This is an optimization exercise on Yosys and OpenROAD, whose aim is small area, not a production implementation. In this exercise RTL edits were held to simulation tests only and were not proved equivalent to the original. Power is estimated from default activity; no workload was simulated.

==> design.v <==
module data_syn(
    input logic clk_i,
    input logic rst_n_i,
    input logic data_i,
    output logic pos_edge_o
);
logic [3:0] data;
assign pos_edge_o = data[2] & ~data[3];
always_ff @(posedge clk_i or negedge rst_n_i)
begin
    if (!rst_n_i) begin
        data <= 4'b0000;
    end else begin
        data <= {data[2:0], data_i};
    end
end
endmodule
module edge2en(
    input logic clk_i,
    input logic rst_n_i,
    input logic data_i,
    output logic pos_edge_o
);
logic data_a, data_b;
assign pos_edge_o = ~data_b & data_a;
always_ff @(posedge clk_i or negedge rst_n_i)
begin
    if (!rst_n_i) begin
        data_a <= 1'b0;
        data_b <= 1'b0;
    end else begin
        data_a <= data_i;
        data_b <= data_a;
    end
end
endmodule
module startup #(
    parameter int W = 32
) (
    input logic clk_i,
    input logic rst_n_i,
    input logic  [4:0] gate_sync_i,
    input logic [W-1:0] gate_shift_i,
    output logic [4:0] gate_en_o
);
logic  [4:0] gate_en;
logic [W-1:0] gate_cnt;
logic        gate_next;
logic        gate_done;
assign gate_en_o = gate_en;
edge2en gate_next_en(
    .clk_i(clk_i),
    .rst_n_i(rst_n_i),
    .data_i(gate_done & (gate_en == gate_sync_i)),
    .pos_edge_o(gate_next)
);
logic [W-1:0] gate_cnt_c;
assign gate_cnt_c[0] = 1'b1;
genvar k;
generate
    for (k = 1; k < W; k = k + 1) begin: carry
        assign gate_cnt_c[k] = gate_cnt_c[k-1] & gate_cnt[k-1];
    end
endgenerate
always_ff @(posedge clk_i or negedge rst_n_i)
begin
    if (!rst_n_i) begin
        gate_en   <= 5'b00000;
        gate_cnt  <= {W{1'b0}};
        gate_done <= 1'b0;
    end else begin
        gate_en   <= gate_next ? {gate_en[3:0], (gate_sync_i != 5'b01111)} : gate_en;
        gate_cnt  <= gate_next ? {W{1'b0}} : gate_cnt ^ gate_cnt_c;
        gate_done <= gate_next ? 1'b0 : (gate_cnt == gate_shift_i) ? 1'b1 : gate_done;
    end
end
endmodule
module measure #(
    parameter int W = 32
) (
    input logic clk_i,
    input logic rst_n_i,
    input logic sig_clk_p_i,
    input logic         gate_en_i,
    input logic [W-1:0] gate_total_i,
    output logic           reg_wr_en_o,
    output logic [2*W-1:0] reg_wr_data_o,
    output logic gate_sync_o
);
logic gate_sync;
logic [1:0] close_st;
logic         gate_en;
logic [W-1:0] gate_cnt;
logic [W-1:0] sig_clk_cnt;
logic [W-1:0] ref_clk_cnt;
logic reg_wr_en;
assign reg_wr_en = close_st[1] & ~close_st[0];
assign reg_wr_en_o = reg_wr_en;
assign reg_wr_data_o = {ref_clk_cnt, sig_clk_cnt};
assign gate_sync_o = gate_sync;
always_ff @(posedge clk_i or negedge rst_n_i)
begin
    if (!rst_n_i) begin
        gate_en   <= 1'b0;
        gate_sync <= 1'b0;
        close_st <= 2'b00;
    end else begin
        if (gate_sync) begin
            gate_en <= (gate_cnt == gate_total_i) ? 1'b0 : gate_en;
        end else begin
            gate_en <= gate_en_i;
        end
        if (sig_clk_p_i)
            gate_sync <= gate_en;
        close_st[0] <= gate_sync | (close_st[0] & ~close_st[1]);
        close_st[1] <= ~gate_sync & close_st[0];
    end
end
logic cnt_clr;
assign cnt_clr = ~(gate_sync | close_st[0]);
logic [W-1:0] gate_cnt_c, sig_clk_cnt_c, ref_clk_cnt_c;
logic [W-1:0] gate_cnt_n, sig_clk_cnt_n, ref_clk_cnt_n;
assign gate_cnt_c[0]    = 1'b1;
assign sig_clk_cnt_c[0] = sig_clk_p_i & gate_sync;
assign ref_clk_cnt_c[0] = gate_sync;
genvar k;
generate
    for (k = 1; k < W; k = k + 1) begin: carry
        assign gate_cnt_c[k]    = gate_cnt_c[k-1]    & gate_cnt[k-1];
        assign sig_clk_cnt_c[k] = sig_clk_cnt_c[k-1] & sig_clk_cnt[k-1];
        assign ref_clk_cnt_c[k] = ref_clk_cnt_c[k-1] & ref_clk_cnt[k-1];
    end
endgenerate
assign gate_cnt_n    = gate_cnt    ^ gate_cnt_c;
assign sig_clk_cnt_n = sig_clk_cnt ^ sig_clk_cnt_c;
assign ref_clk_cnt_n = ref_clk_cnt ^ ref_clk_cnt_c;
always_ff @(posedge clk_i)
begin
    gate_cnt    <= gate_sync ? gate_cnt_n : {W{1'b0}};
    sig_clk_cnt <= cnt_clr ? {W{1'b0}} : sig_clk_cnt_n;
    ref_clk_cnt <= cnt_clr ? {W{1'b0}} : ref_clk_cnt_n;
end
endmodule
`timescale 1ns / 1ps
module axi_dfm_v1_0(
    input logic s_axi_aclk,
    input logic s_axi_aresetn,
    input  logic [31:0] s_axi_awaddr,
    input  logic        s_axi_awvalid,
    output logic        s_axi_awready,
    input  logic [31:0] s_axi_wdata,
    input  logic        s_axi_wvalid,
    output logic        s_axi_wready,
    output logic s_axi_bvalid,
    input  logic s_axi_bready,
    input  logic [31:0] s_axi_araddr,
    input  logic        s_axi_arvalid,
    output logic        s_axi_arready,
    output logic [31:0] s_axi_rdata,
    output logic        s_axi_rvalid,
    input  logic        s_axi_rready,
    input  logic signal_in,
    output logic signal_done
);
localparam int W = 16;
logic [4:0] gate_en;
logic [4:0] gate_sync;
logic [W-1:0] gate_shift;
logic [W-1:0] gate_total;
logic         sig_clk_p;
logic     [4:0] raw_wr_en;
logic [2*W-1:0] raw_wr_data[5];
logic           reg_wr_en;
logic [2*W-1:0] reg_wr_data;
logic [2*W-1:0] reg_rd_data;
logic           wr_valid;
logic           rd_valid;
logic  [W-1:0] rdata;
assign s_axi_awready = s_axi_aresetn && s_axi_awvalid && (!s_axi_bvalid || s_axi_bready);
assign s_axi_wready  = s_axi_aresetn && s_axi_wvalid  && (!s_axi_bvalid || s_axi_bready);
assign s_axi_arready = s_axi_aresetn && s_axi_arvalid && (!s_axi_rvalid || s_axi_rready);
assign s_axi_rdata = {{(32-W){1'b0}}, rdata};
assign signal_done = reg_wr_en;
always_ff @(posedge s_axi_aclk or negedge s_axi_aresetn)
begin
    if (!s_axi_aresetn) begin
        gate_shift <= {W{1'b0}};
        gate_total <= {W{1'b0}};
        rd_valid <= 1'b0;
        s_axi_bvalid <= 1'b0;
        s_axi_rvalid <= 1'b0;
    end else begin
        if (s_axi_awready) begin
            case (s_axi_awaddr[7:0])
                8'h00:
                    gate_shift <= s_axi_wdata[W-1:0];
                8'h04:
                    gate_total <= s_axi_wdata[W-1:0];
                default:
                    rd_valid <= wr_valid;
            endcase
        end
        s_axi_bvalid <= (s_axi_bvalid & ~s_axi_bready) | s_axi_awready;
        s_axi_rvalid <= (s_axi_rvalid & ~s_axi_rready) | s_axi_arready;
    end
end
always_ff @(posedge s_axi_aclk)
begin
    if (s_axi_awready && s_axi_awaddr[7:0] != 8'h00 && s_axi_awaddr[7:0] != 8'h04)
        reg_rd_data <= reg_wr_data;
end
logic rd_ld;
logic rd_00, rd_04, rd_08, rd_0c;
assign rd_ld = !s_axi_rvalid || s_axi_rready;
assign rd_00 = rd_ld && s_axi_araddr[7:0] == 8'h00;
assign rd_04 = rd_ld && s_axi_araddr[7:0] == 8'h04;
assign rd_08 = rd_ld && s_axi_araddr[7:0] == 8'h08 && rd_valid;
assign rd_0c = rd_ld && s_axi_araddr[7:0] == 8'h0C && rd_valid;
always_ff @(posedge s_axi_aclk)
begin
    rdata <= ({W{rd_00}} & gate_shift)
           | ({W{rd_04}} & gate_total)
           | ({W{rd_08}} & reg_rd_data[W-1:0])
           | ({W{rd_0c}} & reg_rd_data[2*W-1:W])
           | ({W{!rd_ld}} & rdata);
end
data_syn sig_clk_syn(
    .clk_i(s_axi_aclk),
    .rst_n_i(s_axi_aresetn),
    .data_i(signal_in),
    .pos_edge_o(sig_clk_p)
);
startup #(.W(W)) startup(
    .clk_i(s_axi_aclk),
    .rst_n_i(s_axi_aresetn),
    .gate_sync_i(gate_sync),
    .gate_shift_i(gate_shift),
    .gate_en_o(gate_en)
);
genvar i;
generate
    for (i = 0; i < 5; i = i + 1) begin: measure_block
        measure #(.W(W)) measure(
            .clk_i(s_axi_aclk),
            .rst_n_i(s_axi_aresetn),
            .sig_clk_p_i(sig_clk_p),
            .gate_en_i(gate_en[i]),
            .gate_total_i(gate_total),
            .reg_wr_en_o(raw_wr_en[i]),
            .reg_wr_data_o(raw_wr_data[i]),
            .gate_sync_o(gate_sync[i])
        );
    end
endgenerate
logic           wr_one;
logic [2*W-1:0] wr_data;
always_comb
begin
    wr_data = {(2*W){1'b0}};
    for (int k = 0; k < 5; k = k + 1)
        wr_data = wr_data | (raw_wr_data[k] & {(2*W){raw_wr_en[k] & wr_one}});
end
logic wr_multi;
assign wr_multi = (raw_wr_en[0] & (|raw_wr_en[4:1])) | (raw_wr_en[1] & (|raw_wr_en[4:2]))
                | (raw_wr_en[2] & (|raw_wr_en[4:3])) | (raw_wr_en[3] & raw_wr_en[4]);
always_ff @(posedge s_axi_aclk or negedge s_axi_aresetn)
begin
    if (!s_axi_aresetn) begin
        reg_wr_en <= 1'b0;
        wr_valid  <= 1'b0;
    end else begin
        reg_wr_en <= |raw_wr_en;
        if (wr_one)
            wr_valid <= 1'b1;
    end
end
assign wr_one = (|raw_wr_en) && !wr_multi;
always_ff @(posedge s_axi_aclk)
begin
    reg_wr_data <= wr_data | (reg_wr_data & {(2*W){!wr_one}});
end
endmodule
==> flow/run.sh <==
#!/bin/bash
# Standard ORFS layout, except: an area-oriented ABC mapping script in synthesis
# (registers are mapped before ABC runs, so they are the standard synthesis's),
# no half/full-adder cell extraction (ABC maps the adders with the rest),
# smaller port buffers, and a clock tree without dummy loads.
set -euo pipefail
F=$(pwd)/flow
export MY_ABC_SCRIPT=$F/area.script
export BUFFER_PORTS_ARGS="-buffer_cell sky130_fd_sc_hd__buf_1"
export CTS_ARGS="-sink_clustering_enable -repair_clock_nets -dont_use_dummy_load $(cat $F/cts_args.txt)"
bash standard.sh SYNTH_SCRIPT=$F/my_synth.tcl ADDER_MAP_FILE= finish > flow_make.log 2>&1
==> flow/area.script <==
&get -n
&st
&deepsyn -T 30
&dch -f
&nf -a -R 1000
&put
mfs3 -ae
&get -n
&st
&dch -f
&nf -a -R 1000
&put
mfs3 -ae
&get -n
&st
&dch -f
&nf -a -R 1000
&put
==> flow/cts_args.txt <==
-sink_clustering_size 30 -sink_clustering_max_diameter 100
==> flow/my_synth.tcl <==
proc synth {args} { yosys synth -nofsm -noshare {*}$args }
set fh [open $::env(SCRIPTS_DIR)/synth.tcl]
set body [read $fh]
close $fh
set old {log_cmd abc {*}$abc_args}
set new {set abc_args [lreplace $abc_args 1 1 $::env(MY_ABC_SCRIPT)]; log_cmd abc {*}$abc_args}
if {[string first $old $body] < 0} { error "abc call not found" }
set body [string map [list $old $new] $body]
eval $body
# left out here: clear keep_hierarchy, flatten, clean up, hide names made inside functions, write 1_2_yosys.v
==> standard.sh <==
#!/bin/bash
# synth_recipe.tcl (not shown) runs the flow's synth.tcl, then flattens the netlist and writes it again
# the make line also repeats each setting of config.mk as NAME=value (left out here)
make -C /OpenROAD-flow-scripts/flow DESIGN_CONFIG=/design/flow/config.mk WORK_HOME=/design/flow/orfs CLKGATE_MAP_FILE= SYNTH_SCRIPT=/design/flow/synth_recipe.tcl "${@:-finish}"
==> config.mk <==
export PLATFORM = sky130hd
export DESIGN_NAME = axi_dfm_v1_0
export DESIGN_NICKNAME = axi_dfm_v1_0
export VERILOG_FILES = /design/flow/design.v
export SDC_FILE = /design/flow/constraint.sdc
export NUM_CORES = 4
export LEC_CHECK = 0
export CAP_MARGIN = 20
export CORE_MARGIN = 2
export CORE_UTILIZATION = 70
export PLACE_DENSITY = 0.85
export SLEW_MARGIN = 20
==> constraint.sdc <==
create_clock -name core_clock -period 5.0 [get_ports {s_axi_aclk}]
set_input_delay 1.0000 -clock core_clock [delete_from_list [all_inputs] [get_ports {s_axi_aclk}]]
set_output_delay 1.0000 -clock core_clock [all_outputs]
set_load 0.01 [all_outputs]
==> flow_summary.ini, run 1 <==
[critical_path]
worst-setup-path-type = flop to flop
start_kind = flop
end_kind = flop
crit_fanout = 22
required_ps = 5430
r2r_cells = 12
worstPathArrival_ps = 3970

[sta]
hold_viol_final = 0
tns_ps = 0
rsz0062_at_grt = false
slew_violations = 0
worst_pin_slew_ps = 994
maxClockFrequency_mhz = 282
fin_skew_ps = 46.7
period_share_pct = 70.9
slew_headroom_pct = 33.7
setup_viol = 0
min_period_ps = 3540

[routing]
vias_per_cell = 6.86
first_iter_violations = 1866
vias = 13200
drc = 0
firstDrtPassIters = 8
wl_mm = 40.9
wl_met1_mm = 16.0
route.met3.wl_mm = 3.66
wl_met2_mm = 19.6
routedWlPerCell_um = 21.3
ant_nets = 0
top_layer = met4

[synth]
synthTopCellsByArea = dfxtp_1 (37%), dfrtp_1 (14%), a21oi_1 (7.4%), edfxtp_1 (6.2%), a222oi_1 (5.4%)
yosysWarnings = 6
syn-cell-area_sq_mm = 0.0154
synthArstFlopShare_pct = 21.0
synth_edf_count = 32
synthCells = 1536
synth_cell_types = 42
synth.avg_cell_area_sq_um = 10.0
yosys_most_used_dff = dfxtp_1
ys_ff_latch = 405
synth_top_cell_area_share_pct = 37.4
yosysTopAreaCell = dfxtp_1
yosysSeqAreaShare_pct = 57.4

[cts]
clock-sinks = 405
cts_tree = built
clk_latency_ps = 530
postCtsSetupRepairBufs = 0
htreeDepth = 1
hold_buffers = 0
clk_pin_slew_ps = 120
ctsResizeCount = 0
cts-root-buf = clkbuf_16
clock_path_buffers = 3
cts_buffers = 17

[finish]
fin_nets = 1744
drive_above_1_share_pct = 3.11
layout_commonest_cell = dfxtp_1
diodes = 0
area_growth_pct = 7.59
final_area_sq_mm = 0.0166
final_cell_mix = dfxtp_1 (288), a21oi_1 (229), o21ai_0 (150)

[run]
maxCapViolCount = 0

[global_route]
grt_use_total_pct = 34.3
grt_antenna_before_repair = 1
grt_max_degree = 79
grt_pass1_wl_mm = 65.1
grt_pass1_vias = 12500
grt_overflow_total = 0

[power]
leakage_nw = 6.37
p_per_area_mw_per_mm2 = 299
ir_worst_vdd_v = 0.000297

[floorplan]
initial_core_util_pct = 70.9
die_area_sq_mm = 0.0232
die_h_um = 152
die_w_um = 152
pin_count = 142
num_rows = 54
core_sq_mm = 0.0218

[placement]
port_buffers = 61
gp_congestion = 0.887
dpl.hpwl_mm = 27.7
placed_area_sq_mm = 0.0162

[run_status]
status = complete, no violations

[worst_hold_path]
hp-class = primary input to asynchronous set/reset pin
registers in the layout, summed over array words and instances, names as in the netlist, 4 cells and up:
signal / cells
measure_block.measure.sig_clk_cnt: 80
gate_total: 16
reg_wr_data: 32
measure_block.measure.ref_clk_cnt: 80
startup.gate_cnt: 16
measure_block.measure.gate_en: 5
gate_shift: 16
rdata: 16
measure_block.measure.gate_sync: 5
measure_block.measure.close_st: 10
reg_rd_data: 32
startup.gate_en: 5
sig_clk_syn.data: 4
measure_block.measure.gate_cnt: 80
through the flow:
| stage | total power [mW] | setup slack (ps) | cells | hold WS [ps] | util (%) |
|---|---|---|---|---|---|
| final | 4.97 | 1460 | 1918 | 319 | 76.3 |
| after floorplan | 3.43 | 1650 | 1551 | 331 | - |
| after detailed placement | 3.47 | 1500 | 1901 | 335 | 74.3 |
| after global placement | 3.47 | 1690 | 1901 | 335 | 74.3 |
| after global routing | 5.09 | 1040 | 1918 | 310 | 76.3 |
| after CTS | 4.98 | 1470 | 1918 | 312 | 76.3 |
per-layer routing:
metal	up-vias	global-route usage [%]
li1	6061	-
met1	6317	46.1
met2	667	58.7
met3	119	3.81
met4	0	11.9
met5	-	0
where the power goes:
group	leakage (nW)	switching [mW]	internal [mW]	total [mW]
clock network	0.209	0.949	0.618	1.57
registers	3.66	0.0193	3.30	3.32
logic	2.51	0.0650	0.0231	0.0882
total	6.37	1.03	3.94	4.97
final cells by class:
cell class | instances | area, sq um
flip-flops and latches | 405 | 8850
inverters | 49 | 184
repair buffers | 86 | 420
multi-input cells | 1081 | 6370
fillers | 1500 | 5160
clock buffers | 17 | 425
well taps | 280 | 350
cell usage after synthesis, drive strengths merged, types with 18 or more instances:
master	instances
o22ai	24
a221oi	18
xor2	23
clkinv	49
dfrtp	85
edfxtp	32
nor2	85
o21ai	150
a21oi	229
nand2	79
nor3	102
a22oi	22
and2	35
and3	100
dfxtp	288
a222oi	84
path summary, 6_finish.rpt:
path | to | slack [ps] | startpoint
min in group core_clock | sig_clk_syn.data[2]$_DFF_PN0_ | 360 | sig_clk_syn.data[1]$_DFF_PN0_
max in group asynchronous | measure_block[3].measure.gate_sync$_DFFE_PN0N_ | 3430 | s_axi_aresetn
setup reg to reg | measure_block[2].measure.sig_clk_cnt[15]$_SDFF_PN0_ | 1460 | measure_block[2].measure.gate_sync$_DFFE_PN0N_
hold / removal | wr_valid$_DFFE_PN0P_ | 320 | s_axi_aresetn
hold reg to reg | sig_clk_syn.data[2]$_DFF_PN0_ | 360 | sig_clk_syn.data[1]$_DFF_PN0_
setup / recovery | measure_block[2].measure.sig_clk_cnt[15]$_SDFF_PN0_ | 1460 | measure_block[2].measure.gate_sync$_DFFE_PN0N_
critical path: stages, from the launching register on:
cell and delay (ps):
dfrtp_1 810, and3_1 360, and3_1 260, and3_1 230
and2_0 290, and3_1 240, and2_0 260, and3_1 240
and2_0 260, and3_1 270, nand2_1 90, nand3_1 80
o21ai_0 70
logic make-up after synthesis:
kind of cell / Yosys count / synth area share [%]
AO/OA/AOI/OAI: 558 / 22.5
buffers and inverters: 65 / 1.97
other: 1 / 0.0243
XOR/XNOR: 31 / 1.76
flip-flops: 405 / 57.4
adder cells (fa/ha/maj): 2 / 0.130
multiplexers: 16 / 1.17
AND/OR/NAND/NOR: 458 / 15.1
==> inputs of run 2 (changes only) <==
--- a/flow/area.script
+++ b/flow/area.script
@@ -1,6 +1,5 @@
 &get -n
 &st
-&deepsyn -T 30
 &dch -f
 &nf -a -R 1000
 &put
--- a/config.mk
+++ b/config.mk
@@ -5,8 +5,8 @@
 export SDC_FILE = /design/flow/constraint.sdc
 export NUM_CORES = 4
 export LEC_CHECK = 0
-export CAP_MARGIN = 20
+export CAP_MARGIN = 5
 export CORE_MARGIN = 2
 export CORE_UTILIZATION = 70
 export PLACE_DENSITY = 0.85
-export SLEW_MARGIN = 20
+export SLEW_MARGIN = 5
==> run 2 against run 1 <==
Still clean on timing, DRC and antenna. Area after synthesis up 0.35%. Clock power about the same. Power up 38%. Maximum frequency down 0.32%. Global-route usage down 3.3 points. First-iteration DRC count down 34%. Largest cell class unchanged. Largest power group unchanged.
==> flow_summary.ini, run 2 <==
[cts]
cts-root-buf = clkbuf_16
clk_latency_ps = 520
ctsResizeCount = 0
cts_buffers = 17
clock-sinks = 405
hold_buffers = 0
postCtsSetupRepairBufs = 0
cts_tree = built
clk_pin_slew_ps = 110
htreeDepth = 1
clock_path_buffers = 3

[synth]
synth_cell_types = 33
syn-cell-area_sq_mm = 0.0155
synthTopCellsByArea = dfxtp_1 (37%), dfrtp_1 (14%), a21oi_1 (7.0%), edfxtp_1 (6.2%), a222oi_1 (5.2%)
synth.avg_cell_area_sq_um = 10.3
yosysMostFrequentCell = dfxtp_1
synth_top_cell_area_share_pct = 37.2
yosysWarnings = 6
synthArstFlopShare_pct = 21.0
yosys_most_used_dff = dfxtp_1
yosysSeqAreaShare_pct = 57.2
synthCells = 1498
ys_ff_latch = 405
yosysTopAreaCell = dfxtp_1
synth_common_cells = dfxtp_1 (288), a21oi_1 (215), o21ai_0 (153)
synth_edf_count = 32

[placement]
pre_cts_ws_ps = 1420
dpl.hpwl_mm = 25.0
gp_congestion = 0.851
placed_cells = 1856
port_buffers = 61

[floorplan]
core_sq_mm = 0.0218
die_h_um = 153
num_rows = 54
die_area_sq_mm = 0.0233
initial_core_util_pct = 71.2
pin_count = 142
die_w_um = 153

[critical_path]
rrSetupSlack_ps = 1450
end_kind = flop
required_ps = 5450
r2r_cells = 11
cp_slowest_cell = dfrtp_1
path_cells = and3_1 > and3_1 > and3_1 > and2_0 > and3_1 > and2_0 > and3_1 > and3_1 > and3_1 > o21ai_0 > a21oi_1
critPathMostFrequentCell = and3_1
r2r_end = measure_block[1].measure.sig_clk_cnt[15]$_SDFF_PN0_
crit_fanout = 24
worstPathArrival_ps = 4010
reg2reg_from = measure_block[1].measure.gate_sync$_DFFE_PN0N_
worst-setup-path-type = flop to flop
crit_family = simple AND/OR/NAND/NOR gates
max_stage_delay_ps = 880
crit_buf_inv = 0
start_kind = flop

[worst_hold_path]
hold_depth = 0
hp-start = sig_clk_syn.data[2]$_DFF_PN0_
hp-class = flop to flop
hold_end = sig_clk_syn.data[3]$_DFF_PN0_

[global_route]
grt_pass1_wl_mm = 59.1
grt_pass1_vias = 11700
grt_antenna_before_repair = 0
grt_use_total_pct = 31.1
grt_max_degree = 70
grt_overflow_total = 0

[power]
ir_worst_vdd_v = 0.000251
p_per_area_mw_per_mm2 = 414
leakage_nw = 7.15
finalPower_mw = 6.87

[finish]
final_cell_mix = dfxtp_1 (288), a21oi_1 (215), o21ai_0 (153)
n_fill_cell = 1482
area_growth_pct = 7.26
reg.largest.list = measure_block.measure.gate_cnt (80), measure_block.measure.ref_clk_cnt (80), measure_block.measure.sig_clk_cnt (80)
layout_commonest_cell = dfxtp_1
fin_cells = 1873
drive_above_1_share_pct = 2.76
fin_nets = 1699
diodes = 0
final_util_pct = 76.3

[sta]
fin_skew_ps = 37.1
fin_ws_ps = 1450
maxClockFrequency_mhz = 281
min_period_ps = 3550
worst_pin_slew_ps = 1220
period_share_pct = 71.1
tns_ps = 0
hold_viol_final = 0
rsz0062_at_grt = false
slew_violations = 0
slew_headroom_pct = 18.8
setup_viol = 0

[routing]
wl_mm = 36.9
vias = 12300
first_iter_violations = 1229
routedWlPerCell_um = 19.7
vias_per_cell = 6.58
ant_nets = 0
drc = 0
firstDrtPassIters = 12

[run_status]
status = complete, no violations

[run]
maxCapViolCount = 0
## run 2: worst max-delay path by stage
stage | from | to | slack, ps | depth (start not counted)
6_report | measure_block[1].measure.gate_sync$_DFFE_PN0N_ | measure_block[1].measure.sig_clk_cnt[15]$_SDFF_PN0_ | 1450 | 11
5_1_grt | sig_clk_syn.data[3]$_DFF_PN0_ | measure_block[4].measure.sig_clk_cnt[15]$_SDFF_PN0_ | 1070 | 12
4_1_cts | sig_clk_syn.data[3]$_DFF_PN0_ | measure_block[4].measure.sig_clk_cnt[15]$_SDFF_PN0_ | 1490 | 12
3_5_place_dp | s_axi_awaddr[1] | gate_total[7]$_DFFE_PN0P_ | 1420 | 5
3_3_place_gp | s_axi_awaddr[1] | gate_total[7]$_DFFE_PN0P_ | 1480 | 5
2_1_floorplan | measure_block[4].measure.close_st[0]$_DFF_PN0_ | reg_wr_data[0]$_DFF_P_ | 1390 | 9
## run 2: worst reg2reg max path: cells and delay by family (launching register included)
family / cells / cell delay [ps]
AO/OA/AOI/OAI: 2 / 200
flip-flops: 1 / 880
AND/OR/NAND/NOR: 9 / 2410
## run 2: cells by family (layout without fill, tap and decap cells)
family,count (synthesis),in the layout,synth area share (%)
other cells,1,16,0.0242
mux,33,33,2.40
simple gates,456,456,15.2
xor+xnor,96,96,5.43
flops,405,405,57.2
buf+inv,25,105,0.994
compound gates,482,482,18.7
## run 2: power breakdown
part           switching, mW  internal [mW]  leakage, nW  total, mW
sequential             0.335           3.55         3.74       3.88
combinational           1.03          0.403         3.20       1.44
clock                  0.934          0.618        0.209       1.55
total                   2.30           4.57         7.15       6.87
## run 2: final cells by class
type / instances / area (sq um) / area share (%)
Inverter: 9 / 33.8 / 0.203
Clock buffer: 17 / 425 / 2.56
Sequential cell: 405 / 8850 / 53.3
Multi-Input combinational cell: 1083 / 6580 / 39.6
Timing Repair Buffer: 79 / 368 / 2.22
Tap cell: 280 / 350 / 2.11
## run 2: metrics by stage
stage               hold slack [ps]  area (sq um)
global route                    351         16600
CTS                             346         16600
finish                          340         16600
floorplan                       331         15500
global placement                335         16200
detailed placement              344         16200
## run 2: routing by layer
layer  GRT usage, %  wire [um]  share of wire (%)
met1           40.4      14800                 40
met2           54.5      18100                 49
met3           3.33       2740                7.4
met4           10.7       1340                3.6
met5              0          0                  0
==> inputs of run 3 (changes only) <==
--- a/flow/area.script
+++ b/flow/area.script
@@ -1,5 +1,6 @@
 &get -n
 &st
+&deepsyn -T 30
 &dch -f
 &nf -a -R 1000
 &put
==> run 3 against run 2 <==
Register-to-register slack about the same. Sequential power decreased by 14%. Worst hold slack got worse by 22 ps. Via count increased by 6.5%. First-iteration DRC count increased by 49%. Largest cell class unchanged. Largest power group unchanged.
==> flow_summary.ini, run 3 <==
[run_status]
status = complete, no violations

[floorplan]
die_h_um = 152
core_sq_mm = 0.0218
die_area_sq_mm = 0.0232
die_w_um = 152
num_rows = 54
initial_core_util_pct = 70.9
pin_count = 142

[sta]
maxClockFrequency_mhz = 281
period_share_pct = 71.1
worst_pin_slew_ps = 1210
rsz0062_at_grt = false
slew_violations = 0
slew_headroom_pct = 19.2
min_period_ps = 3550
setup_viol = 0
hold_viol_final = 0
holdWs_ps = 318
fin_ws_ps = 1450
fin_skew_ps = 46.6
tns_ps = 0

[worst_hold_path]
hp-class = primary input to asynchronous set/reset pin

[synth]
yosys_most_used_dff = dfxtp_1
synthArstFlopShare_pct = 21.0
synth_top_cell_area_share_pct = 37.4
synth.avg_cell_area_sq_um = 10.0
yosysTopAreaCell = dfxtp_1
synth_top_family_by_area = compound AO/OA/AOI/OAI gates
synthMuxAreaShare_pct = 1.17
ys_ff_latch = 405
yosysWarnings = 6
synth_edf_count = 32
synthAdderAreaFrac_pct = 0.130
synth_common_cells = dfxtp_1 (288), a21oi_1 (229), o21ai_0 (150)
synthTopCellsByArea = dfxtp_1 (37%), dfrtp_1 (14%), a21oi_1 (7.4%), edfxtp_1 (6.2%), a222oi_1 (5.4%)
synth_cell_types = 42
synthXorXnorAreaFrac_pct = 1.76
synthSimpleGateAreaFrac_pct = 15.1
syn-cell-area_sq_mm = 0.0154
yosysMostFrequentCell = dfxtp_1
yosysSeqAreaShare_pct = 57.4
synth_compound_area_share_pct = 22.5
synthCells = 1536

[finish]
drive_above_1_share_pct = 3.05
diodes = 0
final_cell_mix = dfxtp_1 (288), a21oi_1 (229), o21ai_0 (150)
layout_commonest_cell = dfxtp_1
area_growth_pct = 7.53
fin_nets = 1744
reg.largest.list = measure_block.measure.gate_cnt (80), measure_block.measure.ref_clk_cnt (80), measure_block.measure.sig_clk_cnt (80)

[critical_path]
r2r_cells = 12
worst-setup-path-type = flop to flop
end_kind = flop
reg2reg_from = measure_block[2].measure.gate_sync$_DFFE_PN0N_
crit_buf_inv = 0
path_cells = and3_1 > and3_1 > and3_1 > and2_0 > and3_1 > and2_0 > and3_1 > and2_0 > and3_1 > nand2_1 > nand3_1 > o21ai_0
critPathMostFrequentCell = and3_1
crit_fanout = 22
max_stage_delay_ps = 820
r2r_end = measure_block[2].measure.sig_clk_cnt[15]$_SDFF_PN0_
required_ps = 5420
rrSetupSlack_ps = 1450
worstPathArrival_ps = 3980
cp_slowest_cell = dfrtp_1
crit_family = simple AND/OR/NAND/NOR gates
start_kind = flop

[routing]
routedWlPerCell_um = 21.3
drc = 0
firstDrtPassIters = 8
wl_mm = 40.9
vias = 13100
first_iter_violations = 1834
ant_nets = 0
vias_per_cell = 6.85

[cts]
cts-root-buf = clkbuf_16
clk_pin_slew_ps = 110
cts_buffers = 17
postCtsSetupRepairBufs = 0
htreeDepth = 1
clock_path_buffers = 3
ctsResizeCount = 0
hold_buffers = 0
cts_tree = built
clock-sinks = 405
clk_latency_ps = 530

[power]
leakage_nw = 6.36
ir_worst_vdd_v = 0.000294
p_per_area_mw_per_mm2 = 300

[placement]
port_buffers = 61
gp_congestion = 0.887
pre_cts_ws_ps = 1500
dpl.hpwl_mm = 27.7

[global_route]
grt_overflow_total = 0
grt_pass1_vias = 12500
grt_max_degree = 79
grt_use_total_pct = 34.3
grt_antenna_before_repair = 1
grt_pass1_wl_mm = 65.1

[run]
maxCapViolCount = 0
[run 3: area by class of cell]
cell class	count	area, sq um
flip-flops and latches	405	8850
multi-input cells	1081	6360
fillers	1504	5160
clock buffers	17	425
repair buffers	86	420
well taps	280	350
inverters	49	184
[run 3: worst max-delay path by stage]
stage	startpoint	end	slack [ps]	cells after the start
finish	measure_block[2].measure.gate_sync$_DFFE_PN0N_	measure_block[2].measure.sig_clk_cnt[15]$_SDFF_PN0_	1450	12
global route	measure_block[2].measure.gate_sync$_DFFE_PN0N_	measure_block[2].measure.sig_clk_cnt[15]$_SDFF_PN0_	1040	12
detailed placement	measure_block[2].measure.gate_sync$_DFFE_PN0N_	measure_block[2].measure.sig_clk_cnt[15]$_SDFF_PN0_	1500	12
global placement	measure_block[2].measure.gate_sync$_DFFE_PN0N_	measure_block[2].measure.sig_clk_cnt[15]$_SDFF_PN0_	1690	12
CTS	measure_block[2].measure.gate_sync$_DFFE_PN0N_	measure_block[2].measure.sig_clk_cnt[15]$_SDFF_PN0_	1470	12
floorplan	sig_clk_syn.data[3]$_DFF_PN0_	measure_block[2].measure.sig_clk_cnt[15]$_SDFF_PN0_	1650	13
[run 3: routing by layer]
metal	vias up	routed length, um	global-route usage (%)
met2	646	19600	58.7
li1	6056	-	-
met4	0	1490	11.9
met1	6323	16000	46.1
met3	104	3720	3.81
met5	-	0	0
[run 3: stage by stage]
stage / total power [mW] / util (%) / area (sq um) / std cells
after floorplan: 3.43 / - / 15500 / 1551
after global placement: 3.47 / 74.3 / 16200 / 1901
after detailed placement: 3.47 / 74.3 / 16200 / 1901
after CTS: 4.98 / 76.3 / 16600 / 1918
after global routing: 5.09 / 76.3 / 16600 / 1918
final: 4.97 / 76.3 / 16600 / 1918
[run 3: report_power, final]
part / switching (mW) / leakage (nW) / internal [mW]
Sequential: 0.0194 / 3.66 / 3.30
Combinational: 0.0650 / 2.50 / 0.0231
Clock: 0.948 / 0.209 / 0.618
[run 3: cell families (layout without fill, tap and decap cells)]
family                     after synthesis  after routing
AOI/OAI and AO/OA                      558            558
xor gates and xnor gates                31             31
adders and majority gates                2              2
buffers and inverters                   65            152
DFF                                    405            405
muxes                                   16             16
other                                    1             16
and+or+nand+nor                        458            458
==> inputs of run 4 (changes only) <==
--- a/flow/area.script
+++ b/flow/area.script
@@ -1,6 +1,5 @@
 &get -n
 &st
-&deepsyn -T 30
 &dch -f
 &nf -a -R 1000
 &put
==> flow/cts_args.txt (replaced) <==
-sink_clustering_size 36 -sink_clustering_max_diameter 50
==> run 4 against run 3 <==
Register-to-register slack lost 40 ps. Wire length down 5.8%. Synthesized cell count shrank 2.5%. Clock power is 48% higher. Maximum frequency fell by 1.0%. Design area grew 2.8%.
==> flow_summary.ini, run 4 <==
[synth]
synth.avg_cell_area_sq_um = 10.3
yosys_most_used_dff = dfxtp_1
yosysTopAreaCell = dfxtp_1
synthArstFlopShare_pct = 21.0
synth_cell_types = 33
syn-cell-area_sq_mm = 0.0155
synth_common_cells = dfxtp_1 (288), a21oi_1 (215), o21ai_0 (153)
synth_top_cell_area_share_pct = 37.2
synth_edf_count = 32
yosysMostFrequentCell = dfxtp_1
synthCells = 1498
ys_ff_latch = 405
synthTopCellsByArea = dfxtp_1 (37%), dfrtp_1 (14%), a21oi_1 (7.0%), edfxtp_1 (6.2%), a222oi_1 (5.2%)
yosysSeqAreaShare_pct = 57.2
yosysWarnings = 6

[cts]
postCtsSetupRepairBufs = 0
cts_tree = built
clk_latency_ps = 520
htreeDepth = 2
clk_pin_slew_ps = 70
cts_buffers = 35
clock_path_buffers = 3
clock-sinks = 405
cts-root-buf = clkbuf_16
hold_buffers = 0
ctsResizeCount = 0

[finish]
reg.largest.list = measure_block.measure.gate_cnt (80), measure_block.measure.ref_clk_cnt (80), measure_block.measure.sig_clk_cnt (80)
final_area_sq_mm = 0.0171
fin_cells = 1891
diodes = 0
fin_nets = 1717
area_growth_pct = 10.2
n_fill_cell = 1422
drive_above_1_share_pct = 3.85
layout_commonest_cell = dfxtp_1
final_cell_mix = dfxtp_1 (288), a21oi_1 (215), o21ai_0 (153)

[critical_path]
start_kind = flop
worstPathArrival_ps = 3940
worst-setup-path-type = flop to flop
crit_fanout = 10
required_ps = 5350
end_kind = flop

[global_route]
grt_antenna_before_repair = 0
grt_pass1_wl_mm = 61.6
grt_overflow_total = 0
grt_pass1_vias = 12200
grt_use_total_pct = 32.7
grt_max_degree = 70

[sta]
min_period_ps = 3590
slew_headroom_pct = 16.0
rsz0062_at_grt = false
hold_viol_final = 0
setup_viol = 0
maxClockFrequency_mhz = 279
fin_skew_ps = 40.0
slew_violations = 0
period_share_pct = 71.8
fin_ws_ps = 1410
worst_pin_slew_ps = 1260
tns_ps = 0

[routing]
wl_mm = 38.5
drc = 0
ant_nets = 0
routedWlPerCell_um = 20.3
vias_per_cell = 6.64
firstDrtPassIters = 7
vias = 12600
first_iter_violations = 1312

[power]
p_per_area_mw_per_mm2 = 449
ir_worst_vdd_v = 0.000298
leakage_nw = 7.37

[placement]
placed_area_sq_mm = 0.0162
port_buffers = 61
placed_cells = 1856
pre_cts_ws_ps = 1420
dpl.hpwl_mm = 25.0
gp_congestion = 0.851

[floorplan]
die_w_um = 153
core_sq_mm = 0.0218
num_rows = 54
pin_count = 142
die_h_um = 153
initial_core_util_pct = 71.2
die_area_sq_mm = 0.0233

[worst_hold_path]
hp-class = flop to flop

[run_status]
status = complete, no violations

[run]
maxCapViolCount = 0
-- run 4: power breakdown --
group	switching (mW)	total, mW	internal, mW
registers	0.337	3.89	3.55
logic	1.05	1.45	0.403
clock network	1.09	2.32	1.24
-- run 4: kinds of logic after synthesis --
family | share of synthesized area [%]
AOI/OAI and AO/OA | 18.7
xor gates and xnor gates | 5.43
buffers and inverters | 0.994
other | 0.0242
DFF | 57.2
and+or+nand+nor | 15.2
muxes | 2.40
-- run 4: path summary, 6_finish.rpt --
check                                              start                                                   to  slack, ps  cells after the start
max                        sig_clk_syn.data[2]$_DFF_PN0_  measure_block[4].measure.sig_clk_cnt[15]$_SDFF_PN0_       1410                     12
min reg2reg                sig_clk_syn.data[0]$_DFF_PN0_                        sig_clk_syn.data[1]$_DFF_PN0_        350                      0
min                        sig_clk_syn.data[0]$_DFF_PN0_                        sig_clk_syn.data[1]$_DFF_PN0_        350                      0
max reg2reg                sig_clk_syn.data[2]$_DFF_PN0_  measure_block[4].measure.sig_clk_cnt[15]$_SDFF_PN0_       1410                     12
min in group asynchronous                  s_axi_aresetn                                 wr_valid$_DFFE_PN0P_        400                      1
max in group asynchronous                  s_axi_aresetn                startup.gate_next_en.data_b$_DFF_PN0_       3410                      2
-- run 4: worst max-delay path, cell delays in order (launching register included) --
cell and delay (ps):
dfrtp_1 340, nor2b_1 580, and3_1 340, and3_1 250, and3_1 210, and2_0 250
and3_1 240, and2_0 250, and3_1 230, and2_0 250, and3_1 270, and3_1 180
nor3_1 40
-- run 4: metal layers --
layer | wire, um | GRT usage (%) | up-vias
met1 | 15300 | 41.3 | 6074
li1 | - | - | 5856
met3 | 2910 | 4.49 | 118
met2 | 18700 | 56.5 | 510
met5 | 0 | 0 | -
met4 | 1610 | 14.3 | 0
-- run 4: through the flow --
step | power, mW | hold WS (ps) | util, %
floorplan | 4.68 | 331 | -
global placement | 5.29 | 335 | 74.4
detailed placement | 5.35 | 344 | 74.4
CTS | 7.63 | 353 | 78.4
global route | 7.93 | 360 | 78.4
finish | 7.66 | 351 | 78.4
-- run 4: cell type report --
cell class,count,area [sq um],share of cell area (%)
flip-flops and latches,405,8850,51.9
multi-input cells,1083,6580,38.5
clock buffers,35,876,5.13
repair buffers,79,368,2.16
well taps,280,350,2.05
inverters,9,33.8,0.198
==> inputs of run 5 (changes only) <==
==> flow/cts_args.txt (replaced) <==
-sink_clustering_size 30 -sink_clustering_max_diameter 100 -distance_between_buffers 1000 -branching_point_buffers_distance 1000
--- a/config.mk
+++ b/config.mk
@@ -5,8 +5,8 @@
 export SDC_FILE = /design/flow/constraint.sdc
 export NUM_CORES = 4
 export LEC_CHECK = 0
-export CAP_MARGIN = 5
+export CAP_MARGIN = 20
 export CORE_MARGIN = 2
 export CORE_UTILIZATION = 70
 export PLACE_DENSITY = 0.85
-export SLEW_MARGIN = 5
+export SLEW_MARGIN = 20
==> run 5 against run 4 <==
Sequential power barely moved. Cell count fell by 0.90%. Clock power fell by 33%. Register-to-register slack improved by 70 ps.
==> flow_summary.ini, run 5 <==
[run_status]
status = complete, no violations

[sta]
slew_violations = 0
fin_ws_ps = 1480
hold_viol_final = 0
slew_headroom_pct = 25.0
holdWs_ps = 346
worst_pin_slew_ps = 1120
fin_skew_ps = 40.2
maxClockFrequency_mhz = 284
tns_ps = 0
setup_viol = 0
rsz0062_at_grt = false
period_share_pct = 70.4
min_period_ps = 3520

[synth]
synthCells = 1498
synth_edf_count = 32
syn-cell-area_sq_mm = 0.0155
yosysTopAreaCell = dfxtp_1
ys_ff_latch = 405
yosys_most_used_dff = dfxtp_1
yosysSeqAreaShare_pct = 57.2
synth_top_cell_area_share_pct = 37.2
synth_common_cells = dfxtp_1 (288), a21oi_1 (215), o21ai_0 (153)
synthArstFlopShare_pct = 21.0
yosysWarnings = 6
synth.avg_cell_area_sq_um = 10.3
yosysMostFrequentCell = dfxtp_1
synthTopCellsByArea = dfxtp_1 (37%), dfrtp_1 (14%), a21oi_1 (7.0%), edfxtp_1 (6.2%), a222oi_1 (5.2%)
synth_cell_types = 33

[critical_path]
rrSetupSlack_ps = 1480
worst-setup-path-type = flop to flop
r2r_cells = 11
path_cells = and3_1 > and3_1 > and2_0 > and3_1 > and2_0 > and3_1 > and2_0 > and3_1 > and2_0 > and3_1 > nor3_1
worstPathArrival_ps = 3930
reg2reg_from = measure_block[1].measure.gate_sync$_DFFE_PN0N_
start_kind = flop
crit_fanout = 24
required_ps = 5410
max_stage_delay_ps = 860
cp_slowest_cell = dfrtp_1
r2r_end = measure_block[1].measure.ref_clk_cnt[15]$_SDFF_PN0_
critPathMostFrequentCell = and3_1
end_kind = flop

[finish]
n_fill_cell = 1477
seqCellArea_sq_mm = 0.00885
layout_commonest_cell = dfxtp_1
reg.largest.list = measure_block.measure.gate_cnt (80), measure_block.measure.ref_clk_cnt (80), measure_block.measure.sig_clk_cnt (80)
drive_above_1_share_pct = 2.95
final_cell_mix = dfxtp_1 (288), a21oi_1 (215), o21ai_0 (153)
multi_input_area_sq_mm = 0.00659
area_growth_pct = 7.40
fin_nets = 1700
diodes = 0

[floorplan]
initial_core_util_pct = 71.2
num_rows = 54
die_h_um = 153
pin_count = 142
core_sq_mm = 0.0218
die_area_sq_mm = 0.0233
die_w_um = 153

[placement]
port_buffers = 61
dpl.hpwl_mm = 25.1
pre_cts_ws_ps = 1460
gp_congestion = 0.851

[global_route]
grt_pass1_vias = 11600
grt_overflow_total = 0
grt_max_degree = 70
grt_pass1_wl_mm = 58.9
top_usage_layer = met2
use_met2_pct = 54.0
met3_usage_pct = 3.56
met1_usage_pct = 40.7
grt_antenna_before_repair = 0
grt_use_total_pct = 31.0

[power]
p_per_area_mw_per_mm2 = 414
power.internal_mw = 4.58
switching_share_pct = 33.5
switchingPower_mw = 2.31
p_comb_share_pct = 21.1
finalPower_mw = 6.88
leakage_nw = 7.16
ir_worst_vdd_v = 0.000338
pwr-share-clk_pct = 22.5
p_seq_share_pct = 56.4

[cts]
ctsResizeCount = 0
clk_latency_ps = 520
hold_buffers = 0
clock-sinks = 405
clk_pin_slew_ps = 110
cts-root-buf = clkbuf_16
cts_tree = built
cts_buffers = 17
htreeDepth = 1
postCtsSetupRepairBufs = 0
clock_path_buffers = 3

[routing]
ant_nets = 0
routedWlPerCell_um = 19.6
vias = 12300
drc = 0
first_iter_violations = 1296
vias_per_cell = 6.54
wl_mm = 36.8
firstDrtPassIters = 9

[worst_hold_path]
hp-start = sig_clk_syn.data[2]$_DFF_PN0_
hold_end = sig_clk_syn.data[3]$_DFF_PN0_
hold_depth = 0
hp-class = flop to flop

[run]
maxCapViolCount = 0
[run 5: cell types whose count changed in the layout (fill, tap and decap cells not counted), sizes merged]
cell / before / now
clkbuf: 36 / 18
buf: 78 / 79
[run 5: cells by family after synthesis]
| family | after synthesis | synth area share [%] |
|---|---|---|
| compound gates | 482 | 18.7 |
| flops | 405 | 57.2 |
| mux | 33 | 2.40 |
| xor+xnor | 96 | 5.43 |
| other cells | 1 | 0.0242 |
| simple gates | 456 | 15.2 |
| buf+inv | 25 | 0.994 |
[run 5: through the flow]
| stage | area, sq um | utilization [%] | instances |
|---|---|---|---|
| floorplan | 15500 | - | 1513 |
| global placement | 16200 | 74.4 | 1856 |
| detailed placement | 16200 | 74.4 | 1857 |
| CTS | 16600 | 76.4 | 1874 |
| global route | 16600 | 76.4 | 1874 |
| finish | 16600 | 76.4 | 1874 |
[run 5: routing by layer]
metal | share of wire (%) | up-vias
met2 | 49 | 467
met5 | 0 | -
met3 | 7.6 | 78
met1 | 40 | 5899
li1 | - | 5810
met4 | 3.5 | 0
[run 5: how the worst max path moves through the flow]
stage / start / to / slack, ps / cells past startpoint
floorplan: measure_block[4].measure.close_st[0]$_DFF_PN0_ / reg_wr_data[0]$_DFF_P_ / 1390 / 9
global placement: s_axi_awaddr[1] / gate_total[7]$_DFFE_PN0P_ / 1480 / 5
detailed placement: s_axi_awaddr[1] / gate_total[7]$_DFFE_PN0P_ / 1460 / 5
CTS: sig_clk_syn.data[3]$_DFF_PN0_ / measure_block[4].measure.sig_clk_cnt[15]$_SDFF_PN0_ / 1490 / 12
global route: sig_clk_syn.data[3]$_DFF_PN0_ / measure_block[4].measure.sig_clk_cnt[15]$_SDFF_PN0_ / 1020 / 12
finish: measure_block[1].measure.gate_sync$_DFFE_PN0N_ / measure_block[1].measure.ref_clk_cnt[15]$_SDFF_PN0_ / 1480 / 11
[run 5: area by class of cell]
type | instances | area share [%]
repair buffers | 80 | 2.28
clock buffers | 17 | 2.56
multi-input cells | 1083 | 39.6
inverters | 9 | 0.203
flip-flops and latches | 405 | 53.2
well taps | 280 | 2.11
[run 5: power groups by stage]
stage / combinational [mW] / clock, mW / sequential (mW)
detailed placement: 1.43 / 0 / 3.94
floorplan: 0.834 / 0 / 3.85
global route: 1.57 / 1.67 / 3.92
finish: 1.45 / 1.55 / 3.88
CTS: 1.43 / 1.57 / 3.87
global placement: 1.37 / 0 / 3.92
[run 5: critical path: cells and delay by family, from the launching register on]
| kind | cells | cell delay (ps) |
|---|---|---|
| and+or+nand+nor | 11 | 2540 |
| DFF | 1 | 860 |
==> inputs of run 6 (changes only) <==
==> flow/cts_args.txt (replaced) <==
-sink_clustering_size 30 -sink_clustering_max_diameter 100
==> config.mk (replaced) <==
export PLATFORM = sky130hd
export DESIGN_NAME = axi_dfm_v1_0
export DESIGN_NICKNAME = axi_dfm_v1_0
export VERILOG_FILES = /design/flow/design.v
export SDC_FILE = /design/flow/constraint.sdc
export NUM_CORES = 4
export LEC_CHECK = 0
export CAP_MARGIN = 5
export CORE_MARGIN = 2
export CORE_UTILIZATION = 80
export PLACE_DENSITY = 0.92
export SLEW_MARGIN = 5
==> run 6 against run 5 <==
Maximum frequency is 4.6% lower. Register-to-register slack worse by 170 ps. Non-clock buffer count is 3 higher.
==> flow_summary.ini, run 6 <==
[run_status]
status = complete, no violations

[synth]
yosysSeqAreaShare_pct = 57.2
synth_cell_types = 33
synthCells = 1498
yosys_most_used_dff = dfxtp_1
synthTopCellsByArea = dfxtp_1 (37%), dfrtp_1 (14%), a21oi_1 (7.0%), edfxtp_1 (6.2%), a222oi_1 (5.2%)
synth_top_cell_area_share_pct = 37.2
ys_ff_latch = 405
yosysMostFrequentCell = dfxtp_1
synth_common_cells = dfxtp_1 (288), a21oi_1 (215), o21ai_0 (153)
yosysTopAreaCell = dfxtp_1
synthArstFlopShare_pct = 21.0
synthSimpleGateAreaFrac_pct = 15.2
synthMuxAreaShare_pct = 2.40
synthAdderAreaFrac_pct = 0
syn-cell-area_sq_mm = 0.0155
yosysWarnings = 6
synth_edf_count = 32
synth.avg_cell_area_sq_um = 10.3
synthXorXnorAreaFrac_pct = 5.43
synth_top_family_by_area = compound AO/OA/AOI/OAI gates
synth_compound_area_share_pct = 18.7

[routing]
vias_per_cell = 6.89
firstDrtPassIters = 7
routedWlPerCell_um = 21.5
ant_nets = 0
first_iter_violations = 1716
drc = 0
vias = 12800
wl_mm = 40.0

[finish]
fin_nets = 1703
drive_above_1_share_pct = 3.01
area_growth_pct = 7.29
layout_commonest_cell = dfxtp_1
reg.largest.list = measure_block.measure.gate_cnt (80), measure_block.measure.ref_clk_cnt (80), measure_block.measure.sig_clk_cnt (80)
n_fill_cell = 943
final_cell_mix = dfxtp_1 (288), a21oi_1 (215), o21ai_0 (153)

[worst_hold_path]
hold_depth = 0
hp-start = sig_clk_syn.data[0]$_DFF_PN0_
hold_end = sig_clk_syn.data[1]$_DFF_PN0_
hp-class = flop to flop

[cts]
postCtsSetupRepairBufs = 0
clk_pin_slew_ps = 110
clock_path_buffers = 3
ctsResizeCount = 0
cts-root-buf = clkbuf_16
hold_buffers = 0
clk_latency_ps = 520
clock-sinks = 405
htreeDepth = 1
cts_buffers = 17
cts_tree = built

[global_route]
grt_use_total_pct = 39.2
grt_pass1_vias = 12400
grt_max_degree = 51
grt_overflow_total = 0
grt_pass1_wl_mm = 62.9
grt_antenna_before_repair = 2

[critical_path]
required_ps = 5450
worstPathArrival_ps = 4140
crit_fanout = 10
end_kind = flop
reg2reg_from = sig_clk_syn.data[2]$_DFF_PN0_
rrSetupSlack_ps = 1310
worst-setup-path-type = flop to flop
start_kind = flop
r2r_end = measure_block[1].measure.sig_clk_cnt[15]$_SDFF_PN0_
r2r_cells = 12

[sta]
rsz0062_at_grt = false
maxClockFrequency_mhz = 271
fin_skew_ps = 36.5
worst_pin_slew_ps = 1210
min_period_ps = 3690
slew_violations = 0
tns_ps = 0
slew_headroom_pct = 19.3
period_share_pct = 73.8
setup_viol = 0
hold_viol_final = 0

[power]
p_comb_share_pct = 21.6
ir_worst_vdd_v = 0.000403
p_seq_share_pct = 56.0
switchingPower_mw = 2.35
switching_share_pct = 33.9
p_per_area_mw_per_mm2 = 417
pwr-share-clk_pct = 22.4
finalPower_mw = 6.93
leakage_nw = 7.17
power.internal_mw = 4.58

[floorplan]
die_area_sq_mm = 0.0205
initial_core_util_pct = 82.2
pin_count = 142
die_w_um = 143
num_rows = 50
core_sq_mm = 0.0188
die_h_um = 143

[placement]
dpl.hpwl_mm = 26.7
gp_congestion = 0.828
port_buffers = 61

[run]
maxCapViolCount = 0
-- run 6: cell families (layout without fill, tap and decap cells) --
group	Yosys count	count (layout)
flip-flops	405	405
XOR/XNOR	96	96
multiplexers	33	33
AO/OA/AOI/OAI	482	482
other	1	18
AND/OR/NAND/NOR	456	456
buffers and inverters	25	109
-- run 6: metrics by stage --
step	cell area (sq um)	hold WS, ps	setup slack, ps	cells	utilization (%)
5_1_grt	16600	370	1000	1857	88.2
3_5_place_dp	16200	339	1410	1840	85.9
6_report	16600	365	1310	1859	88.2
2_1_floorplan	15500	331	1390	1513	-
3_3_place_gp	16200	335	1610	1840	85.9
4_1_cts	16600	366	1390	1857	88.2
-- run 6: area by class of cell --
type,count,area [sq um],share of cell area (%)
flip-flops and latches,405,8850,53.3
multi-input cells,1083,6570,39.6
clock buffers,17,425,2.56
repair buffers,83,398,2.40
well taps,260,325,1.96
inverters,9,33.8,0.203
diodes,2,5.00,0.0301
-- run 6: metal layers --
metal / vias up / wire (um) / global-route usage, %
met1: 6092 / 14800 / 49.9
met4: 0 / 1950 / 20.1
met3: 159 / 3950 / 5.30
met2: 748 / 19300 / 65.9
met5: - / 0 / 0
li1: 5816 / - / -
-- run 6: worst max path at each step --
| stage | cells after the start | slack [ps] | end | start |
|---|---|---|---|---|
| 3_3_place_gp | 13 | 1610 | measure_block[3].measure.sig_clk_cnt[15]$_SDFF_PN0_ | sig_clk_syn.data[2]$_DFF_PN0_ |
| 3_5_place_dp | 12 | 1410 | measure_block[1].measure.sig_clk_cnt[15]$_SDFF_PN0_ | sig_clk_syn.data[2]$_DFF_PN0_ |
| 4_1_cts | 12 | 1390 | measure_block[1].measure.sig_clk_cnt[15]$_SDFF_PN0_ | sig_clk_syn.data[2]$_DFF_PN0_ |
| 5_1_grt | 12 | 1000 | measure_block[4].measure.sig_clk_cnt[14]$_SDFF_PN0_ | sig_clk_syn.data[2]$_DFF_PN0_ |
| 6_report | 12 | 1310 | measure_block[1].measure.sig_clk_cnt[15]$_SDFF_PN0_ | sig_clk_syn.data[2]$_DFF_PN0_ |
| 2_1_floorplan | 9 | 1390 | reg_wr_data[0]$_DFF_P_ | measure_block[4].measure.close_st[0]$_DFF_PN0_ |
-- run 6: power by group through the flow --
stage | sequential [mW] | combinational (mW) | clock [mW]
floorplan | 3.85 | 0.834 | 0
global placement | 3.91 | 1.39 | 0
detailed placement | 3.93 | 1.44 | 0
CTS | 3.87 | 1.45 | 1.56
global route | 3.92 | 1.59 | 1.66
finish | 3.88 | 1.50 | 1.55
-- run 6: critical path, cell delays in order (launching register included) --
cell and delay [ps]:
dfrtp_1 360, nor2b_1 570, and3_1 380, and3_1 260, and3_1 220, and2_0 290
and3_1 240, and2_0 260, and3_1 280, and3_1 280, and3_1 230, o21ai_0 90
a21oi_1 170

-- afterwards: timing with drivers on the ports --
Ports are ideal in the flow. The routed layouts listed here were re-timed in OpenROAD.
Step 1 (the two cells are an assumption about what drives the block):
set clk [get_ports {s_axi_aclk}]
set_driving_cell -lib_cell sky130_fd_sc_hd__clkbuf_16 $clk
set_driving_cell -lib_cell sky130_fd_sc_hd__buf_2 [delete_from_list [all_inputs] $clk]
Step 2, shift: input delay + t, output delay - t, t = (earliest + latest rising clock arrival at the registers) / 2. This alone moves slack from input paths to output paths.
Slacks: ideal / step 1 / step 2; pairs: ideal / step 1.
run | t, ns | slack for setup (ns) | worst register clock-pin slew, ns | pins driven straight from the clock port
run 1 | 0.554 | 1.457 / 1.457 / 1.457 | 0.12 / 0.12 | 1
run 2 | 0.548 | 1.446 / 1.446 / 1.446 | 0.11 / 0.11 | 1
run 3 | 0.554 | 1.447 / 1.447 / 1.447 | 0.11 / 0.11 | 1
run 4 | 0.550 | 1.411 / 1.411 / 1.345 | 0.08 / 0.08 | 1
run 5 | 0.548 | 1.479 / 1.479 / 1.474 | 0.11 / 0.11 | 1
run 6 | 0.545 | 1.309 / 1.309 / 1.309 | 0.11 / 0.11 | 1
After both steps setup and hold are still met in every run listed. The setup slack of run 4, which loses most, moves by 0.000 ns with the drivers and by -0.066 ns with both steps.
